What follows belongs to an exercise in optimizing a design on an open flow for small area; a production flow would make more cautious choices.
Only simulation tests tie the RTL to the original design; equivalence was not proved.
Power is estimated from default activity; no workload was simulated.

### flow/config.mk
export PLATFORM = sky130hd
export DESIGN_NAME = game_core
export DESIGN_NICKNAME = game_core
export VERILOG_FILES = /design/flow/design.v
export SDC_FILE = /design/flow/constraint.sdc
export NUM_CORES = 4
export LEC_CHECK = 0
export CAP_MARGIN = 20
export CORE_MARGIN = 2
export CORE_UTILIZATION = 40
export SLEW_MARGIN = 20
### flow/run.sh
#!/bin/bash
# synth_recipe.tcl (not shown) runs the flow's synth.tcl, then flattens the netlist and writes it again
# the make line also repeats each setting of config.mk as NAME=value (left out here)
make -C /OpenROAD-flow-scripts/flow DESIGN_CONFIG=/design/flow/config.mk WORK_HOME=/design/flow/orfs CLKGATE_MAP_FILE= SYNTH_SCRIPT=/design/flow/synth_recipe.tcl finish
### flow/design.v
`timescale 1ns / 1ps
module rand_gen(
    input wire clk,
    input wire reset,
    input wire en,
    output reg [3:0] rnd
    );
    always @ (posedge clk) begin
        if (reset)
            rnd <= 4'd1;
        else if (en)
            rnd <= {rnd[1:0], 2'b00} + {rnd[2:0], 3'b000} + rnd + 4'd9;
    end
endmodule
`timescale 1ns / 1ps
module mario(
    input wire clk,
    input wire reset,
    input wire en,
    input wire rst,
    input wire start,
    input wire over,
    input wire [4:0] keydown,
    output reg [9:0] x,
    output reg [8:0] y,
    output reg [2:0] state,
    output reg [3:0] animation_state
    );
    localparam MARIO_INITIAL  = 3'b000,
               MARIO_FLYING   = 3'b001,
               MARIO_JUMPING  = 3'b010,
               MARIO_WALKING  = 3'b011,
               MARIO_STANDING = 3'b100,
               MARIO_DYING    = 3'b101,
               MARIO_CLAMPING = 3'b110;
    localparam MARIO_STAND       = 4'b0000,
               MARIO_WALK_LEFT1  = 4'b0001,
               MARIO_WALK_LEFT2  = 4'b0010,
               MARIO_WALK_LEFT3  = 4'b0011,
               MARIO_WALK_RIGHT1 = 4'b0100,
               MARIO_WALK_RIGHT2 = 4'b0101,
               MARIO_WALK_RIGHT3 = 4'b1110,
               MARIO_FLY_LEFT    = 4'b0110,
               MARIO_FLY_RIGHT   = 4'b0111,
               MARIO_CLAMP1      = 4'b1000,
               MARIO_CLAMP2      = 4'b1001,
               MARIO_DIE1        = 4'b1010,
               MARIO_DIE2        = 4'b1011,
               MARIO_DIE3        = 4'b1100,
               MARIO_DIE4        = 4'b1101;
    localparam TOP_BOARD = 9'd5,
               BOTTOM_BOARD = 9'd461,
               LEFT_BOARD = 10'd5,
               RIGHT_BOARD = 10'd640;
    localparam land0lx = 10'd250,
               land0ly =  9'd53,
               land0rx = 10'd388,
               land0ry =  9'd70,
               land1lx = 10'd0,
               land1ly =  9'd115,
               land1rx = 10'd591,
               land1ry =  9'd131,
               land2lx = 10'd49,
               land2ly =  9'd197,
               land2rx = 10'd640,
               land2ry =  9'd213,
               land3lx = 10'd0,
               land3ly =  9'd286,
               land3rx = 10'd591,
               land3ry =  9'd302,
               land4lx = 10'd49,
               land4ly =  9'd376,
               land4rx = 10'd640,
               land4ry =  9'd393,
               land5lx = 10'd0,
               land5ly =  9'd461,
               land5rx = 10'd640,
               land5ry =  9'd479;
    localparam ladder0lx = 10'd339,
               ladder0ly =  9'd15,
               ladder0rx = 10'd353,
               ladder0ry =  9'd81,
               ladder1lx = 10'd541,
               ladder1ly =  9'd77,
               ladder1rx = 10'd555,
               ladder1ry =  9'd163,
               ladder2lx = 10'd48,
               ladder2ly =  9'd159,
               ladder2rx = 10'd62,
               ladder2ry =  9'd252,
               ladder3lx = 10'd546,
               ladder3ly =  9'd248,
               ladder3rx = 10'd560,
               ladder3ry =  9'd342,
               ladder4lx = 10'd53,
               ladder4ly =  9'd338,
               ladder4rx = 10'd67,
               ladder4ry =  9'd427;
    localparam MARIO_INITIAL_X = 10'd450,
               MARIO_INITIAL_Y = 9'd425;
    localparam MARIO_HEIGHT = 9'd36,
	           MARIO_WIDTH  = 10'd34;
    localparam MOVSPEED_X = 3'd4,
               MOVSPEED_Y = 6'd50,
               CLAMPSPEED = 3'd3,
               ACCELERATION_Y = 3'd3;
    wire COLLATION_LEFT, COLLATION_RIGHT, COLLATION_DOWN, COLLATION_UP;
    wire KEYUP, KEYDOWN, KEYLEFT, KEYRIGHT, KEYJUMP;
    wire EN_CLAMP_DOWN, EN_CLAMP_UP;
    assign COLLATION_RIGHT = (x + MARIO_WIDTH  >= RIGHT_BOARD) |
                             (y < land0ry & y + MARIO_HEIGHT > land0ly) & (x + MARIO_WIDTH >= land0lx & x + MARIO_WIDTH <= land0rx) |
                             (y < land1ry & y + MARIO_HEIGHT > land1ly) & (x + MARIO_WIDTH >= land1lx & x + MARIO_WIDTH <= land1rx) |
                             (y < land2ry & y + MARIO_HEIGHT > land2ly) & (x + MARIO_WIDTH >= land2lx & x + MARIO_WIDTH <= land2rx) |
                             (y < land3ry & y + MARIO_HEIGHT > land3ly) & (x + MARIO_WIDTH >= land3lx & x + MARIO_WIDTH <= land3rx) |
                             (y < land4ry & y + MARIO_HEIGHT > land4ly) & (x + MARIO_WIDTH >= land4lx & x + MARIO_WIDTH <= land4rx) |
                             (y < land5ry & y + MARIO_HEIGHT > land5ly) & (x + MARIO_WIDTH >= land5lx & x + MARIO_WIDTH <= land5rx);
    assign COLLATION_LEFT  = (x <= LEFT_BOARD) |
                             ((y < land0ry & y + MARIO_HEIGHT > land0ly) & (x >= land0lx & x <= land0rx)) |
                             ((y < land1ry & y + MARIO_HEIGHT > land1ly) & (x >= land1lx & x <= land1rx)) |
                             ((y < land2ry & y + MARIO_HEIGHT > land2ly) & (x >= land2lx & x <= land2rx)) |
                             ((y < land3ry & y + MARIO_HEIGHT > land3ly) & (x >= land3lx & x <= land3rx)) |
                             ((y < land4ry & y + MARIO_HEIGHT > land4ly) & (x >= land4lx & x <= land4rx)) |
                             ((y < land5ry & y + MARIO_HEIGHT > land5ly) & (x >= land5lx & x <= land5rx));
    assign COLLATION_DOWN  = (y + MARIO_HEIGHT >= BOTTOM_BOARD) | 
                             ((x < land0rx & x + MARIO_WIDTH > land0lx) & (y + MARIO_HEIGHT >= land0ly & y + MARIO_HEIGHT <= land0ry)) |
                             ((x < land1rx & x + MARIO_WIDTH > land1lx) & (y + MARIO_HEIGHT >= land1ly & y + MARIO_HEIGHT <= land1ry)) |
                             ((x < land2rx & x + MARIO_WIDTH > land2lx) & (y + MARIO_HEIGHT >= land2ly & y + MARIO_HEIGHT <= land2ry)) |
                             ((x < land3rx & x + MARIO_WIDTH > land3lx) & (y + MARIO_HEIGHT >= land3ly & y + MARIO_HEIGHT <= land3ry)) |
                             ((x < land4rx & x + MARIO_WIDTH > land4lx) & (y + MARIO_HEIGHT >= land4ly & y + MARIO_HEIGHT <= land4ry)) |
                             ((x < land5rx & x + MARIO_WIDTH > land5lx) & (y + MARIO_HEIGHT >= land5ly & y + MARIO_HEIGHT <= land5ry));
    assign COLLATION_UP    = (y <= TOP_BOARD) |
                             ((x < land0rx & x + MARIO_WIDTH > land0lx) & (y >= land0ly & y <= land0ry)) |
                             ((x < land1rx & x + MARIO_WIDTH > land1lx) & (y >= land1ly & y <= land1ry)) |
                             ((x < land2rx & x + MARIO_WIDTH > land2lx) & (y >= land2ly & y <= land2ry)) |
                             ((x < land3rx & x + MARIO_WIDTH > land3lx) & (y >= land3ly & y <= land3ry)) |
                             ((x < land4rx & x + MARIO_WIDTH > land4lx) & (y >= land4ly & y <= land4ry)) |
                             ((x < land5rx & x + MARIO_WIDTH > land5lx) & (y >= land5ly & y <= land5ry));
    assign KEYUP    = keydown[0];
    assign KEYLEFT  = keydown[1];
    assign KEYRIGHT = keydown[2];
    assign KEYDOWN  = keydown[3];
    assign KEYJUMP  = keydown[4];
    assign EN_CLAMP_UP   = (x > 300 && x < 400) | 
                           (x >= ladder0lx & x <= ladder0rx & y > ladder0ly & y < ladder0ry) |
                           (x >= ladder1lx & x <= ladder1rx & y > ladder1ly & y < ladder1ry) |
                           (x >= ladder2lx & x <= ladder2rx & y > ladder2ly & y < ladder2ry) |
                           (x >= ladder3lx & x <= ladder3rx & y > ladder3ly & y < ladder3ry) |
                           (x >= ladder4lx & x <= ladder4rx & y > ladder4ly & y < ladder4ry);
    assign EN_CLAMP_DOWN = (x > 300 && x < 400) |
                           (x >= ladder0lx & x <= ladder0rx & y > ladder0ly & y < ladder0ry) |
                           (x >= ladder1lx & x <= ladder1rx & y > ladder1ly & y < ladder1ry) |
                           (x >= ladder2lx & x <= ladder2rx & y > ladder2ly & y < ladder2ry) |
                           (x >= ladder3lx & x <= ladder3rx & y > ladder3ly & y < ladder3ry) |
                           (x >= ladder4lx & x <= ladder4rx & y > ladder4ly & y < ladder4ry);
    reg signed [9:0] SPEED_X;
    wire signed [12:0] SPEED_Y;
    reg signed [12:0] SPEED_Y10x;
    assign SPEED_Y = SPEED_Y10x / 10;
    reg [2:0] next_state;
    reg [4:0] animation_counter;
    reg last_direction;
    reg [3:0] animation_hold;
    always@ (posedge clk) begin
        if (reset) animation_hold <= MARIO_STAND;
        else animation_hold <= animation_state;
    end
    always@ (posedge clk) begin
      if (reset) begin
        x <= MARIO_INITIAL_X;
        y <= MARIO_INITIAL_Y;
        SPEED_X <= 0;
        SPEED_Y10x <= 0;
        state <= MARIO_INITIAL;
        animation_counter <= 0;
        last_direction <= 1'b1;
      end
      else if (en) begin
        state <= next_state;
        case (state)
            MARIO_INITIAL: begin
                x <= MARIO_INITIAL_X;
                y <= MARIO_INITIAL_Y;
            end
            MARIO_JUMPING: begin
                SPEED_Y10x <= -MOVSPEED_Y;
            end
            MARIO_FLYING: begin
                animation_counter <= animation_counter + 1'b1;
                if(y + SPEED_Y < TOP_BOARD) begin
                    y <= TOP_BOARD;
                    SPEED_Y10x <= 0;
                end
                else if((y + SPEED_Y > land0ly & y + SPEED_Y < land0ry) & (x + SPEED_X < land0rx & x + SPEED_X + MARIO_WIDTH > land0lx)) begin
                    y <= land0ry;
                    SPEED_Y10x <= 0;
                end
                else if((y + SPEED_Y > land1ly & y + SPEED_Y < land1ry) & (x + SPEED_X < land1rx & x + SPEED_X + MARIO_WIDTH > land1lx)) begin
                    y <= land1ry;
                    SPEED_Y10x <= 0;
                end
                else if((y + SPEED_Y > land2ly & y + SPEED_Y < land2ry) & (x + SPEED_X < land2rx & x + SPEED_X + MARIO_WIDTH > land2lx)) begin
                    y <= land2ry;
                    SPEED_Y10x <= 0;
                end
                else if((y + SPEED_Y > land3ly & y + SPEED_Y < land3ry) & (x + SPEED_X < land3rx & x + SPEED_X + MARIO_WIDTH > land3lx)) begin
                    y <= land3ry;
                    SPEED_Y10x <= 0;
                end
                else if((y + SPEED_Y > land4ly & y + SPEED_Y < land4ry) & (x + SPEED_X < land4rx & x + SPEED_X + MARIO_WIDTH > land4lx)) begin
                    y <= land4ry;
                    SPEED_Y10x <= 0;
                end
                else if((y + SPEED_Y > land5ly & y + SPEED_Y < land5ry) & (x + SPEED_X < land5rx & x + SPEED_X + MARIO_WIDTH > land5lx)) begin
                    y <= land5ry;
                    SPEED_Y10x <= 0;
                end
                else if(y + MARIO_HEIGHT + SPEED_Y > BOTTOM_BOARD) begin
                    y <= BOTTOM_BOARD - MARIO_HEIGHT;
                    SPEED_Y10x <= 0;
                end
                else if((y + MARIO_HEIGHT + SPEED_Y > land0ly & y + MARIO_HEIGHT + SPEED_Y < land0ry) & (x + SPEED_X < land0rx & x + SPEED_X + MARIO_WIDTH > land0lx)) begin
                    y <= land0ly - MARIO_HEIGHT;
                    SPEED_Y10x <= 0;
                end
                else if((y + MARIO_HEIGHT + SPEED_Y > land1ly & y + MARIO_HEIGHT + SPEED_Y < land1ry) & (x + SPEED_X < land1rx & x + SPEED_X + MARIO_WIDTH > land1lx)) begin
                    y <= land1ly - MARIO_HEIGHT;
                    SPEED_Y10x <= 0;
                end
                else if((y + MARIO_HEIGHT + SPEED_Y > land2ly & y + MARIO_HEIGHT + SPEED_Y < land2ry) & (x + SPEED_X < land2rx & x + SPEED_X + MARIO_WIDTH > land2lx)) begin
                    y <= land2ly - MARIO_HEIGHT;
                    SPEED_Y10x <= 0;
                end
                else if((y + MARIO_HEIGHT + SPEED_Y > land3ly & y + MARIO_HEIGHT + SPEED_Y < land3ry) & (x + SPEED_X < land3rx & x + SPEED_X + MARIO_WIDTH > land3lx)) begin
                    y <= land3ly - MARIO_HEIGHT;
                    SPEED_Y10x <= 0;
                end
                else if((y + MARIO_HEIGHT + SPEED_Y > land4ly & y + MARIO_HEIGHT + SPEED_Y < land4ry) & (x + SPEED_X < land4rx & x + SPEED_X + MARIO_WIDTH > land4lx)) begin
                    y <= land4ly - MARIO_HEIGHT;
                    SPEED_Y10x <= 0;
                end
                else if((y + MARIO_HEIGHT + SPEED_Y > land5ly & y + MARIO_HEIGHT + SPEED_Y < land5ry) & (x + SPEED_X < land5rx & x + SPEED_X + MARIO_WIDTH > land5lx)) begin
                    y <= land5ly - MARIO_HEIGHT;
                    SPEED_Y10x <= 0;
                end
                else y <= y + SPEED_Y;
                if(x + SPEED_X < LEFT_BOARD) begin
                    x <= LEFT_BOARD;
                    SPEED_X <= 0;
                end
                else if(x + MARIO_WIDTH + SPEED_X > RIGHT_BOARD) begin
                    x <= RIGHT_BOARD - MARIO_WIDTH;
                    SPEED_X <= 0;
                end
                else x <= x + SPEED_X;
                SPEED_Y10x <= SPEED_Y10x + ACCELERATION_Y;
            end
            MARIO_WALKING: begin
                animation_counter <= animation_counter + 1'b1;
                SPEED_Y10x <= 0;
                if(KEYLEFT) begin
                    SPEED_X <= -MOVSPEED_X;
                    last_direction <= 1;
                end
                else if(KEYRIGHT) begin
                    SPEED_X <= MOVSPEED_X;
                    last_direction <= 0;
                end
                else begin
                    SPEED_X <= MOVSPEED_X;
                end
                if(x + SPEED_X < LEFT_BOARD)
                    x <= LEFT_BOARD;
                else if(x + MARIO_WIDTH + SPEED_X > RIGHT_BOARD)
                    x <= RIGHT_BOARD - MARIO_WIDTH;
                else x <= x + SPEED_X;
            end
            MARIO_STANDING: begin
                SPEED_X <= 0;
                SPEED_Y10x <= 0;
            end
            MARIO_DYING: begin
                SPEED_X <= 0;
                SPEED_Y10x <= 0;
            end
            MARIO_CLAMPING: begin
                SPEED_X <= 0;
                SPEED_Y10x <= 0;
                if(KEYUP | KEYDOWN) begin
                    animation_counter <= animation_counter + 1'b1;
                    if(KEYUP) begin
                        if(y - CLAMPSPEED < TOP_BOARD)
                            y <= TOP_BOARD;
                        else y <= y - CLAMPSPEED;
                    end
                    else begin
                        if(y + MARIO_HEIGHT + CLAMPSPEED > BOTTOM_BOARD)
                            y <= BOTTOM_BOARD - MARIO_HEIGHT;
                        else y <= y + CLAMPSPEED;
                    end
                end
            end
        endcase
      end
    end
    always@ (*) begin
        case(state)
            MARIO_FLYING: begin
                if(last_direction) animation_state = MARIO_FLY_LEFT;
                else animation_state = MARIO_FLY_RIGHT;
            end
            MARIO_WALKING: begin
                if(SPEED_X > 0) begin
                    case (animation_counter[3:2])
                        2'b00: animation_state = MARIO_WALK_RIGHT1;
                        2'b01: animation_state = MARIO_WALK_RIGHT3;
                        2'b10: animation_state = MARIO_WALK_RIGHT2;
                        2'b11: animation_state = MARIO_WALK_RIGHT3;
                    endcase
                end
                else begin
                    case (animation_counter[3:2])
                        2'b00: animation_state = MARIO_WALK_LEFT1;
                        2'b01: animation_state = MARIO_WALK_LEFT3;
                        2'b10: animation_state = MARIO_WALK_LEFT2;
                        2'b11: animation_state = MARIO_WALK_LEFT3;
                    endcase
                end
            end
            MARIO_DYING: begin
                case (animation_counter[4:3])
                    2'b00: animation_state = MARIO_DIE1;
                    2'b01: animation_state = MARIO_DIE2;
                    2'b10: animation_state = MARIO_DIE3;
                    2'b11: animation_state = MARIO_DIE4;
                endcase
            end
            MARIO_CLAMPING: begin
                if(KEYDOWN | KEYUP) begin
                    case (animation_counter[2:1])
                        2'b00: animation_state = MARIO_CLAMP1;
                        2'b01: animation_state = MARIO_CLAMP1;
                        2'b10: animation_state = MARIO_CLAMP2;
                        2'b11: animation_state = MARIO_CLAMP2;
                    endcase
                end
                else animation_state = animation_hold;
            end
            default: animation_state = last_direction ? MARIO_WALK_LEFT3 : MARIO_WALK_RIGHT3;
        endcase
    end
    always@ (*) begin
        next_state = state;
        case(state)
            MARIO_INITIAL: begin
                if(start & (~rst)) next_state = MARIO_STANDING;
                else next_state = MARIO_INITIAL;
            end
            MARIO_JUMPING: begin
                if(rst) next_state = MARIO_INITIAL;
                else if(over) next_state = MARIO_DYING;
                else next_state = MARIO_FLYING;
            end
            MARIO_FLYING: begin
                if(rst) next_state = MARIO_INITIAL;
                else if(over) next_state = MARIO_DYING;
                else if(COLLATION_DOWN & (SPEED_Y10x >= 0)) next_state = MARIO_STANDING;
                else next_state = MARIO_FLYING;
            end
            MARIO_WALKING: begin
                if(rst) next_state = MARIO_INITIAL;
                else if(over) next_state = MARIO_DYING;
                else if(~COLLATION_DOWN) next_state = MARIO_FLYING;
                else if(KEYJUMP) next_state = MARIO_JUMPING;
                else if(KEYUP & EN_CLAMP_UP) next_state = MARIO_CLAMPING;
                else if(KEYDOWN & EN_CLAMP_DOWN) next_state = MARIO_CLAMPING;
                else if((~KEYLEFT) & (~KEYRIGHT)) next_state = MARIO_STANDING;
                else next_state = MARIO_WALKING;
            end
            MARIO_STANDING: begin
                if(rst) begin
                    next_state = MARIO_INITIAL;
                end
                else if(over) begin
                    next_state = MARIO_DYING;
                end
                else if(~COLLATION_DOWN) begin
                    next_state = MARIO_FLYING;
                end
                else if(KEYJUMP) begin
                    next_state = MARIO_JUMPING;
                end
                else if(KEYUP & EN_CLAMP_UP) begin
                    next_state = MARIO_CLAMPING;
                end
                else if(KEYDOWN & EN_CLAMP_DOWN) begin
                    next_state = MARIO_CLAMPING;
                end
                else if(KEYLEFT | KEYRIGHT) begin
                    next_state = MARIO_WALKING;
                end
                else next_state = MARIO_STANDING;
            end
            MARIO_DYING: begin
                if(rst) begin
                    next_state = MARIO_INITIAL;
                end
                else next_state = MARIO_DYING;
            end
            MARIO_CLAMPING: begin
                if(rst) begin
                    next_state = MARIO_INITIAL;
                end
                else if(over) begin
                    next_state = MARIO_DYING;
                end
                else if(COLLATION_DOWN & KEYJUMP) begin
                    next_state = MARIO_JUMPING;
                end
                else if(KEYLEFT & (~COLLATION_LEFT)) begin
                    next_state = MARIO_WALKING;
                end
                else if(KEYRIGHT & (~COLLATION_RIGHT)) begin
                    next_state = MARIO_WALKING;
                end
                else if(EN_CLAMP_UP | EN_CLAMP_DOWN) begin
                    next_state = MARIO_CLAMPING;
                end
                else begin
                    next_state = MARIO_STANDING;
                end
            end
        endcase
    end
endmodule
`timescale 1ns / 1ps
module barrel(
    input wire clk,
    input wire reset,
    input wire en,
    input wire rst,
    input wire start,
    input wire over_game,
    input wire rnd_match,
    input wire [6:0] nax,        
    input wire [3:0] hx0,        
    input wire [3:0] hx1,        
    input wire [6:0] nay,        
    input wire [3:0] hy0,
    input wire [3:0] hy1,
    input wire mario_jumping,
    output reg [9:0] x,
    output reg [8:0] y,
    output wire [1:0] state,
    output wire [2:0] animation_state,
    output wire collision,
    output reg goal,
    output wire wrap
    );
    reg [1:0] st;
    reg sx;
    reg [4:0] animation_counter;
    wire idle    = (st == 2'd0);
    wire rolling = (st == 2'd1);
    wire falling = st[1];
    wire sy = st[1] & st[0];
    assign state = {st[1], st[0] & ~st[1]};
    assign animation_state = falling ? {2'b10, ~animation_counter[4]} :
                             rolling ? {1'b0, animation_counter[4:3]} : 3'b000;
    wire collation_down = (y >= 9'd437) |
                          (x <= 10'd590 && y >= 9'd91  && y <= 9'd107) |
                          (x >= 10'd8   && y >= 9'd173 && y <= 9'd189) |
                          (x <= 10'd590 && y >= 9'd262 && y <= 9'd278) |
                          (x >= 10'd8   && y >= 9'd352 && y <= 9'd369);
    wire en_fall = (x >= 10'd539 && x <= 10'd549 && y <= 9'd109) |
                   (x >= 10'd46  && x <= 10'd56  && y >= 9'd171 && y <= 9'd191) |
                   (x >= 10'd544 && x <= 10'd554 && y >= 9'd260 && y <= 9'd280) |
                   (x >= 10'd51  && x <= 10'd61  && y >= 9'd350 && y <= 9'd371);
    wire over = over_game | (x > 10'd560 && y > 9'd410);
    wire hit_right = sx & (x >= 10'd608);
    wire hit_left  = ~sx & (x <= 10'd5);
    wire ov1 = sx ? (x <= 10'd589) : (x <= 10'd591);
    wire ov2 = sx ? (x >= 10'd17) : (x >= 10'd19);
    wire [8:0] yp = y + sy;
    wire land_bot = yp >= 9'd438;
    wire land1 = yp >= 9'd92  && yp <= 9'd106 && ov1 && !en_fall;
    wire land2 = yp >= 9'd174 && yp <= 9'd188 && ov2 && !en_fall;
    wire land3 = yp >= 9'd263 && yp <= 9'd277 && ov1 && !en_fall;
    wire land4 = yp >= 9'd353 && yp <= 9'd368 && ov2 && !en_fall;
    always @(posedge clk) begin
        if (reset) begin
            x <= 10'd203;
            y <= 9'd90;
            sx <= 1'b1;
            st <= 2'd0;
            animation_counter <= 5'd0;
        end
        else if (en) begin
            if (!idle)
                animation_counter <= animation_counter + 1'b1;
            case (st)
                2'd0: begin
                    x <= 10'd203;
                    y <= 9'd90;
                    sx <= 1'b1;
                    if (start) st <= 2'd1;
                end
                2'd1: begin
                    if (hit_right) begin
                        x <= 10'd608;
                        sx <= 1'b0;
                    end
                    else if (hit_left) begin
                        x <= 10'd5;
                        sx <= 1'b1;
                    end
                    else if (sx)
                        x <= x + 1'b1;
                    else
                        x <= x - 1'b1;
                    if (rst | over) st <= 2'd0;
                    else if (~collation_down | (en_fall & rnd_match)) st <= 2'd2;
                end
                default: begin
                    if (land_bot)   y <= 9'd437;
                    else if (land1) y <= 9'd91;
                    else if (land2) y <= 9'd173;
                    else if (land3) y <= 9'd262;
                    else if (land4) y <= 9'd352;
                    else y <= yp;
                    if (rst | over) st <= 2'd0;
                    else if (~en_fall & collation_down) st <= 2'd1;
                    else st <= 2'd3;
                end
            endcase
        end
    end
    wire [7:0] ux = {1'b0, x[6:0]} + {1'b0, nax};
    wire okx = ux[7] ? ({1'b0, x[9:7]} == hx1) : ({1'b0, x[9:7]} == hx0);
    wire [6:0] u = ux[6:0];
    wire [7:0] uy = {1'b0, y[6:0]} + {1'b0, nay};
    wire oky = uy[7] ? ({2'b0, y[8:7]} == hy1) : ({2'b0, y[8:7]} == hy0);
    wire [6:0] v = uy[6:0];
    wire near_y = oky && v >= 7'd11 && v <= 7'd67;         
    wire same_floor = oky && v >= 7'd40 && v <= 7'd104;    
    wire hit_x = okx && (falling ? ((u >= 7'd65 && u <= 7'd95) || (u >= 7'd23 && u <= 7'd53))
                                 : (u >= 7'd33 && u <= 7'd95 && u != 7'd64));
    assign collision = !idle && near_y && hit_x;
    wire intersection = okx && u <= 7'd97 && (falling ? u >= 7'd23 : u >= 7'd33);
    reg sfwi;
    reg [10:0] count;
    always @(posedge clk) begin
        if (reset | rst) begin
            sfwi <= 1'b0;
            goal <= 1'b0;
            count <= 11'd0;
        end
        else begin
            sfwi <= ~goal & same_floor & intersection;
            goal <= sfwi & same_floor & ~intersection & mario_jumping;
            count <= count + goal;
        end
    end
    assign wrap = goal & (&count);
endmodule
`timescale 1ns / 1ps
module kong(
    input wire clk,
    input wire reset,
    input wire en,
    input wire rst,
    input wire start,
    input wire over,
    output reg is_drop,
    output wire [9:0] x,
    output wire [8:0] y,
    output reg state,
    output reg [1:0] animation_state
    );
    localparam KONG_INITIAL = 1'b0,
               KONG_PLAYING = 1'b1;
    localparam KONG_NORMAL = 2'b00,
               KONG_GET    = 2'b01,
               KONG_HOLD   = 2'b10,
               KONG_DROP   = 2'b11;
    localparam KONG_INITIAL_X = 127,
               KONG_INITIAL_Y = 79;
    reg next_state;
    reg [7:0] animation_counter;
    assign x = KONG_INITIAL_X;
    assign y = KONG_INITIAL_Y;
    always@ (posedge clk) begin
        if (reset) state <= KONG_INITIAL;
        else if (en) state <= next_state;
    end
    always@ (posedge clk) begin
      if (reset) begin
        is_drop <= 0;
        animation_state <= KONG_NORMAL;
        animation_counter <= 0;
      end
      else if (en) begin
        case(state)
            KONG_INITIAL: begin
                animation_state <= KONG_NORMAL;
            end
            KONG_PLAYING: begin
                case (animation_counter[7:5])
                    3'b101: begin
                        is_drop <= 0;
                        animation_state <= KONG_GET;
                    end
                    3'b110: begin
                        is_drop <= 0;
                        animation_state <= KONG_HOLD;
                    end
                    3'b111: begin
                        is_drop <= 1;
                        animation_state <= KONG_DROP;
                    end
                    default: begin
                        is_drop <= 0;
                        animation_state <= KONG_NORMAL;
                    end
                endcase
                animation_counter <= animation_counter + 1'b1;
            end
        endcase
      end
    end
    always@ (*) begin
        next_state = state;
        case(state)
            KONG_INITIAL: begin
                if(start & (~rst)) next_state = KONG_PLAYING;
                else next_state = KONG_INITIAL;
            end
            KONG_PLAYING: begin
                if(rst | over) next_state = KONG_INITIAL;
                else next_state = KONG_PLAYING;
            end
        endcase
    end
endmodule
`timescale 1ns / 1ps
module queue(
    input wire clk,
    input wire reset,
    input wire en,
    input wire rst,
    input wire start,
    input wire over,
    output wire [9:0] x,
    output wire [8:0] y,
    output reg state,
    output reg animation_state
    );
    localparam QUEUE_INITIAL = 1'b0,
               QUEUE_PLAYING = 1'b1;
    localparam QUEUE_LEFT  = 1'b0,
               QUEUE_RIGHT = 1'b1;
    localparam QUEUE_INITIAL_X = 280,
               QUEUE_INITIAL_Y = 27;
    reg next_state;
    reg [4:0] animation_counter;
    assign x = QUEUE_INITIAL_X;
    assign y = QUEUE_INITIAL_Y;
    always@ (posedge clk) begin
        if (reset) state <= QUEUE_INITIAL;
        else if (en) state <= next_state;
    end
    always@ (posedge clk) begin
      if (reset) begin
        animation_state <= QUEUE_RIGHT;
        animation_counter <= 0;
      end
      else if (en) begin
        case(state)
            QUEUE_INITIAL: begin
                animation_state <= QUEUE_RIGHT;
            end
            QUEUE_PLAYING: begin
                case (animation_counter[4])
                    1'b0: animation_state <= QUEUE_RIGHT;
                    1'b1: animation_state <= QUEUE_LEFT;
                endcase
                animation_counter <= animation_counter + 1'b1;
            end
        endcase
      end
    end
    always@ (*) begin
        next_state = state;
        case(state)
            QUEUE_INITIAL: begin
                if(start & (~rst)) next_state = QUEUE_PLAYING;
                else next_state = QUEUE_INITIAL;
            end
            QUEUE_PLAYING: begin
                if(rst | over) next_state = QUEUE_INITIAL;
                else next_state = QUEUE_PLAYING;
            end
        endcase
    end
endmodule
`timescale 1ns / 1ps
module score(
    input wire clk,
    input wire reset,
    input wire rst,
    input wire [15:0] goal,
    input wire [15:0] wrap,
    output wire [23:0] bcd
    );
    reg [14:0] total;
    wire [4:0] n_goal = goal[0] + goal[1] + goal[2] + goal[3] + goal[4] + goal[5] + goal[6] + goal[7] +
                        goal[8] + goal[9] + goal[10] + goal[11] + goal[12] + goal[13] + goal[14] + goal[15];
    wire [4:0] n_wrap = wrap[0] + wrap[1] + wrap[2] + wrap[3] + wrap[4] + wrap[5] + wrap[6] + wrap[7] +
                        wrap[8] + wrap[9] + wrap[10] + wrap[11] + wrap[12] + wrap[13] + wrap[14] + wrap[15];
    always @(posedge clk) begin
        if (reset | rst)
            total <= 15'd0;
        else
            total <= total + n_goal - {n_wrap[3:0], 11'd0};
    end
    integer i;
    reg [34:0] sh;
    always @(*) begin
        sh = {20'd0, total};
        for (i = 0; i < 15; i = i + 1) begin
            if (sh[18:15] >= 5) sh[18:15] = sh[18:15] + 3;
            if (sh[22:19] >= 5) sh[22:19] = sh[22:19] + 3;
            if (sh[26:23] >= 5) sh[26:23] = sh[26:23] + 3;
            if (sh[30:27] >= 5) sh[30:27] = sh[30:27] + 3;
            if (sh[34:31] >= 5) sh[34:31] = sh[34:31] + 3;
            sh = sh << 1;
        end
    end
    assign bcd = {4'd0, sh[34:15]};
endmodule
`timescale 1ns / 1ps
module state_fsm(
    input wire clk,
    input wire reset,
    input wire start,
    input wire restart,
    input wire over,
    input wire success,
    output reg [1:0] state
    );
    localparam GAME_INITIAL = 2'b00,
               GAME_RUNNING = 2'b01,
               GAME_OVER    = 2'b10,
               GAME_SUCCESS = 2'b11;
    reg [1:0] next_state;
    always @ (posedge clk) begin
        if (reset) state <= GAME_INITIAL;
        else state <= next_state;
    end
    always@ (*) begin
        next_state = state;
        case (state)
            GAME_INITIAL: begin
                if (start & ~restart)
                    next_state = GAME_RUNNING;
            end
            GAME_RUNNING: begin
                if (over) begin
                    next_state = GAME_OVER;
                end
                else if (restart) begin
                    next_state = GAME_INITIAL;
                end
                else if (success) begin
                    next_state = GAME_SUCCESS;
                end
            end
            GAME_OVER: begin
                if (restart) begin
                    next_state = GAME_INITIAL;
                end
            end
            GAME_SUCCESS: begin
                if(restart) begin
                    next_state = GAME_INITIAL;
                end
            end
        endcase
    end
endmodule
`timescale 1ns / 1ps
module game_core(
    input  wire         clk,
    input  wire         reset,
    input  wire         tick_slow,
    input  wire         tick_fast,
    input  wire [4:0]   keys,
    input  wire         start,
    input  wire         restart,
    input  wire         cheat,
    output wire [1:0]   game_state,
    output wire [9:0]   mario_x,
    output wire [8:0]   mario_y,
    output wire [2:0]   mario_state,
    output wire [3:0]   mario_anim,
    output wire [1:0]   kong_anim,
    output wire         queue_anim,
    output wire [159:0] barrel_x_flat,
    output wire [143:0] barrel_y_flat,
    output wire [31:0]  barrel_state_flat,
    output wire [47:0]  barrel_anim_flat,
    output wire [23:0]  score_bcd
    );
	localparam GAME_INITIAL = 2'b00,
               GAME_RUNNING = 2'b01,
               GAME_OVER    = 2'b10,
               GAME_SUCCESS = 2'b11;
	wire over, success;
	wire [1:0] cur_state;
	assign success = cheat||(mario_y < 30 && (mario_x > 250 && mario_x < 350) && mario_state == 3'b100);
	state_fsm StateControl(.clk(clk), .reset(reset), .start(start), .restart(restart), .over(over), .success(success), .state(cur_state));
	assign game_state = cur_state;
	wire g_init = (cur_state == GAME_INITIAL);
	wire g_run  = (cur_state == GAME_RUNNING);
	wire g_over = (cur_state == GAME_OVER);
	mario myMario(.clk(clk), .reset(reset), .en(tick_slow),
				  .rst(g_init), .start(g_run), .over(g_over),
				  .keydown(keys),
				  .x(mario_x), .y(mario_y),
				  .state(mario_state),
				  .animation_state(mario_anim));
	wire [9:0] kong_x;
	wire [8:0] kong_y;
	wire kong_state;
	reg [3:0] drop_count;
	reg is_drop_d;
	wire is_drop;
	kong myKong(.clk(clk), .reset(reset), .en(tick_slow),
				.rst(g_init), .start(g_run), .over(g_over),
				.is_drop(is_drop),
				.x(kong_x), .y(kong_y),
				.state(kong_state),
				.animation_state(kong_anim));
	always @(posedge clk) begin
		if (reset) begin
			is_drop_d <= 1'b0;
			drop_count <= 4'd0;
		end
		else begin
			is_drop_d <= is_drop;
			if (is_drop & ~is_drop_d)
				drop_count <= drop_count + 1'b1;
		end
	end
	wire [9:0] queue_x;
	wire [8:0] queue_y;
	wire queue_state;
	queue myQueue(.clk(clk), .reset(reset), .en(tick_slow),
				  .rst(g_init), .start(g_run), .over(g_over),
				  .x(queue_x), .y(queue_y),
				  .state(queue_state),
				  .animation_state(queue_anim));
	wire [3:0] rnd;
	rand_gen rng(.clk(clk), .reset(reset), .en(tick_fast), .rnd(rnd));
	wire rnd_match = (rnd[3:2] == 2'b10);
	wire mario_jumping = (mario_state == 3'b001);
	wire [10:0] nax = 11'd64 - {1'b0, mario_x};
	wire [10:0] nay = 11'd32 - {2'b0, mario_y};
	wire [3:0] hx0 = 4'd0 - nax[10:7];
	wire [3:0] hx1 = ~nax[10:7];
	wire [3:0] hy0 = 4'd0 - nay[10:7];
	wire [3:0] hy1 = ~nay[10:7];
	wire [15:0] collide, goal, wrap;
	genvar i;
	generate
		for (i = 0; i < 16; i = i + 1) begin: barrel_generator
			barrel myBarrel(.clk(clk), .reset(reset), .en(tick_fast),
							.rst(g_init),
							.start(g_run & (drop_count == i)),
							.over_game(g_over),
							.rnd_match(rnd_match),
							.nax(nax[6:0]), .hx0(hx0), .hx1(hx1),
							.nay(nay[6:0]), .hy0(hy0), .hy1(hy1),
							.mario_jumping(mario_jumping),
							.x(barrel_x_flat[i*10 +: 10]), .y(barrel_y_flat[i*9 +: 9]),
							.state(barrel_state_flat[i*2 +: 2]),
							.animation_state(barrel_anim_flat[i*3 +: 3]),
							.collision(collide[i]), .goal(goal[i]), .wrap(wrap[i]));
		end
	endgenerate
	score myScore(.clk(clk), .reset(reset), .rst(g_init), .goal(goal), .wrap(wrap), .bcd(score_bcd));
	reg [7:0] collision_run;
	wire collision = |collide;
	assign over = (~cheat) & (collision_run[7] | (mario_x < 183 && mario_y < 114));
	always @(posedge clk) begin
		if (reset)
			collision_run <= 8'd0;
		else if (tick_slow) begin
			if (!collision)
				collision_run <= 8'd0;
			else if (!collision_run[7])
				collision_run <= collision_run + 1'b1;
		end
	end
endmodule
### flow/constraint.sdc
create_clock -name core_clock -period 30.0 [get_ports {clk}]
set_input_delay 6.0000 -clock core_clock [delete_from_list [all_inputs] [get_ports {clk}]]
set_output_delay 6.0000 -clock core_clock [all_outputs]
set_load 0.01 [all_outputs]
==> summary.md <==
| Metric | Value |
|---|---|
| Yosys warning count | `8` |
| Count leader, synth | `nor2_1` |
| Critical Path Start Type | `register` |
| Area grow syn2layout | `13.0%` |
| 1st-pass router iterations | `6` |
| Critical Path RT | `roughly 24,000 ps` |
| Critical path's largest stage delay | `slightly above 600 ps` |
| Vias in the first global route | `72,600` |
| Initial antenna violation count | `9` |
| Post-synth top area cell | `dfxtp_1` |
| NetSw | `roughly 1 mW` |
| Area contributors post-synth | `dfxtp_1 (20%), ha_1 (10%), a21oi_1 (6.8%), xnor2_1 (5.7%), nor2_1 (5.6%)` |
| Primary FF master, synth | `dfxtp_1` |
| Gr usage total | `0.276` |
| Post-route clock skew | `28.1 ps` |
| Setup TNS | `0 ps` |
| Post-synth cell types | `roughly 120` |
| Worst path bufs/invs | `12` |
| DRT iter0 DRCs | `6,519` |
| Mapped Area | `0.0746 mm2` |
| Buffers on Ports | `between 400 and 500` |
| I/O Pins | `about 450` |
| Crit end category | `output pin` |
| Die height | `approximately 440 um` |
| Mapped Cells | `~10,000` |
| GPL Wtd Cong | `a little over 0.9` |
| Total CTS buffers | `94` |
| Cell Rows | `158` |
| Max Root-Sink Buffers | `3` |
| Slew Limit Headroom | `0.187` |
| Post_cts resized | `0` |
| Worst-Margin Slew | `around 1200 ps` |
| Pre-CTS setup slack | `8310 ps` |
| Number of synthesized flops with an enable pin | `0` |
| Layout Nets | `11,000` |
| Worst EP arrival | `16,540 ps` |
| HPWL after DPL | `between 150,000 and 200,000 um` |
| First-pass GRT wire length | `~420,000 um` |
| Largest family of logic cells by synthesized area | `compound AO/OA/AOI/OAI gates` |
| Final Core Density | `0.455` |
| Seq/Total Area, Yosys | `0.199` |
| Part of the power in registers | `0.343` |
| Root Buffer | `clkbuf_16` |
| Max Slew Vio Count | `0` |
| CTS sink cnt | `740` |
| Xor and xnor area share after synthesis | `0.105` |
| Net Sw Frac | `0.330` |
| FMAX | `about 44 MHz` |
| Post-synth top area share | `0.199` |
| Setup ws final | `roughly 7500 ps` |
| Final design area excluding fillers | `about 0.084 mm2` |
| DRC | `0` |
| Worst-path fanout max | `6` |
| CORE AREA | `0.185 mm2` |
| Die ar. | `roughly 0.19 mm2` |
| Comb power frac | `0.231` |
| Internal | `approximately 2.0 mW` |
| Simple-gate share of the synthesized area | `0.243` |
| CP dominant cell by count | `ha_1` |
| Top cells by count, synth | `nor2_1 (1,117), a21oi_1 (1,017), nand2_1 (855), dfxtp_1 (740), ha_1 (595)` |
| Routed WL per cell | `~21 um` |
| Fraction of registers with async set/reset | `0` |
| WS Path Type | `reg -> out` |
| Clock latency on the worst-skew pair | `about 750 ps` |
| Compound-cell area share of the yosys netlist | `0.259` |
| Routed WL | `275,000 um` |
| Final Hold Vio Count | `0` |
| Final setup fails | `0` |
| H-tree Lvls | `3` |
| Largest net degree at the start of global routing | `96` |
| Seq cells post-synth | `740` |
| Initial Util | `0.402` |
| RSZ-0062 raised after global routing | `no` |
| Slowest-stage cell, CP | `clkdlybuf4s50_1` |
| Area of placed instances | `0.0809 mm2` |
| Clk slew on worst S/H paths | `60 ps` |
| Status | `complete, no violations` |
| Tcrit/Tclk final | `0.751` |
| Grt total ovfl | `0` |
| Horiz. Die Dim | `436 um` |
| Max-cap violation count | `0` |
| Hold crit path type | `reg -> reg` |
| Vias/cell | `between 5 and 6` |
| Post-CTS Hold Fix Bufs | `0` |
| Vias | `77,200` |
| CTS tree | `yes` |
| Layout cells sized above 1 | `0.0403` |
| Final critical-path required period | `about 23,000 ps` |
| Syn Area/Cell | `approximately 7.3 um2` |
| Postcts setup bufs | `0` |
| DRT antenna net count | `0` |
| VDD IR max | `0.0000469 V` |
| Clk pwr share | `0.426` |
| Power density over the cells | `roughly 35 mW/mm2` |
| Mux cell area share after synthesis | `0.0175` |
| P_leak | `around 33 nW` |
| Post-Synth Adder-Cell Area | `0.119` |
| Crit-path leading delay family | `compound AO/OA/AOI/OAI gates` |
final cells by class:
class	count	area (um2)
inverters	529	1990
diodes	3	7.51
fillers	18800	101000
clock inverters	40	676
flip-flops and latches	740	14800
multi-input cells	8442	55800
well taps	2480	3100
repair buffers	546	5220
clock buffers	133	2760
sequential cells by signal, summed over array words and instances (netlist names), 3 cells and up:
register,cells
barrel_generator.myBarrel.count,176
barrel_generator.myBarrel.x,160
barrel_generator.myBarrel.y,144
barrel_generator.myBarrel.animation_counter,80
barrel_generator.myBarrel.st,32
barrel_generator.myBarrel.goal,16
barrel_generator.myBarrel.sfwi,16
barrel_generator.myBarrel.sx,16
myScore.total,15
myMario.SPEED_Y10x,13
myMario.x,10
myMario.y,9
collision_run,8
myKong.animation_counter,8
myMario.animation_counter,5
myQueue.animation_counter,5
drop_count,4
myMario.animation_hold,4
rng.rnd,4
myMario.state,3
logic make-up (layout without fill, tap and decap cells):
| kind of cell | count (synthesis) | in the layout |
|---|---|---|
| other cells | 1 | 8 |
| mux | 126 | 126 |
| compound gates | 2998 | 2998 |
| buf+inv | 1088 | 1248 |
| xor+xnor | 892 | 892 |
| flops | 740 | 740 |
| fa+ha+maj | 668 | 668 |
| simple gates | 3753 | 3753 |
path summary, 6_finish.rpt:
| check | start | endpoint | slack [ps] | cells after the start |
|---|---|---|---|---|
| worst max-delay path | myScore.total[12] | score_bcd[10] | 7460 | 74 |
| worst min-delay path | barrel_generator[13].myBarrel.sfwi | barrel_generator[13].myBarrel.goal | 420 | 2 |
| worst min register to register | barrel_generator[13].myBarrel.sfwi | barrel_generator[13].myBarrel.goal | 420 | 2 |
| worst max register to register | myMario.SPEED_Y10x[2] | myMario.y[0] | 19900 | 35 |
placed cells by master, fill, tap and decap left out, types with 117 or more instances in the layout:
master	instances
xor2_1	401
a21oi_1	1017
clkdlybuf4s50_1	443
a21o_1	178
o21ai_0	548
dfxtp_1	738
nor3_1	234
nand2b_1	167
inv_1	524
ha_1	593
nor2b_1	125
nand3_1	397
and2_1	122
nand2_1	855
o21bai_1	203
a31oi_1	127
nor4_1	117
nand4_1	152
nor2_1	1113
xnor2_1	475
power by group through the flow:
stage	Sequential [mW]	Combinational [mW]	Clock [mW]
5_1_grt	1.03	0.759	1.33
6_report	1.02	0.690	1.27
2_1_floorplan	1.03	0.498	0
3_3_place_gp	1.04	0.665	0
4_1_cts	1.02	0.679	1.30
3_5_place_dp	1.04	0.675	0
routing by layer:
layer	routed length (um)	up-vias	global-route usage
met2	124000	2710	0.450
met1	115000	36800	0.346
li1	-	37100	-
met3	18800	586	0.0432
met4	16800	4	0.158
met5	25	-	0
tightest hold or removal path, stage by stage, from the launching register on:
cell and delay (ps):
dfxtp_1 290, nand2_1 50, nor3_1 40
through the flow:
step | power [mW] | hold slack (ps) | std cells
global placement | 1.71 | 409 | 12700
CTS | 3.00 | 416 | 12900
finish | 2.99 | 421 | 12900
detailed placement | 1.72 | 411 | 12700
global route | 3.12 | 431 | 12900
floorplan | 1.53 | 400 | 10300

[re-timing with driven ports]
The flow's constraints put no driver on any port. The routed layout listed below was extracted and timed again, unchanged, in two steps. Step 1, drivers: a clkbuf_16 drives clk and a buf_2 each remaining input, both assumed. Step 2 times the ports against the registers' clock, not the clock port: input delays grow and output delays shrink by t, the midpoint of the rising clock arrivals with the driver on. Slacks: ideal / step 1 / step 2; pairs: ideal / step 1.
t, ns: 0.824
setup slack, ns: 7.456 / 7.369 / 8.192
slew at the worst register clock pin (ns): 0.08 / 0.08
pins driven straight from the clock port: 1
After both steps this run still meets setup and hold. The setup slack of this run moves by -0.087 ns with the drivers and by +0.736 ns with both steps.
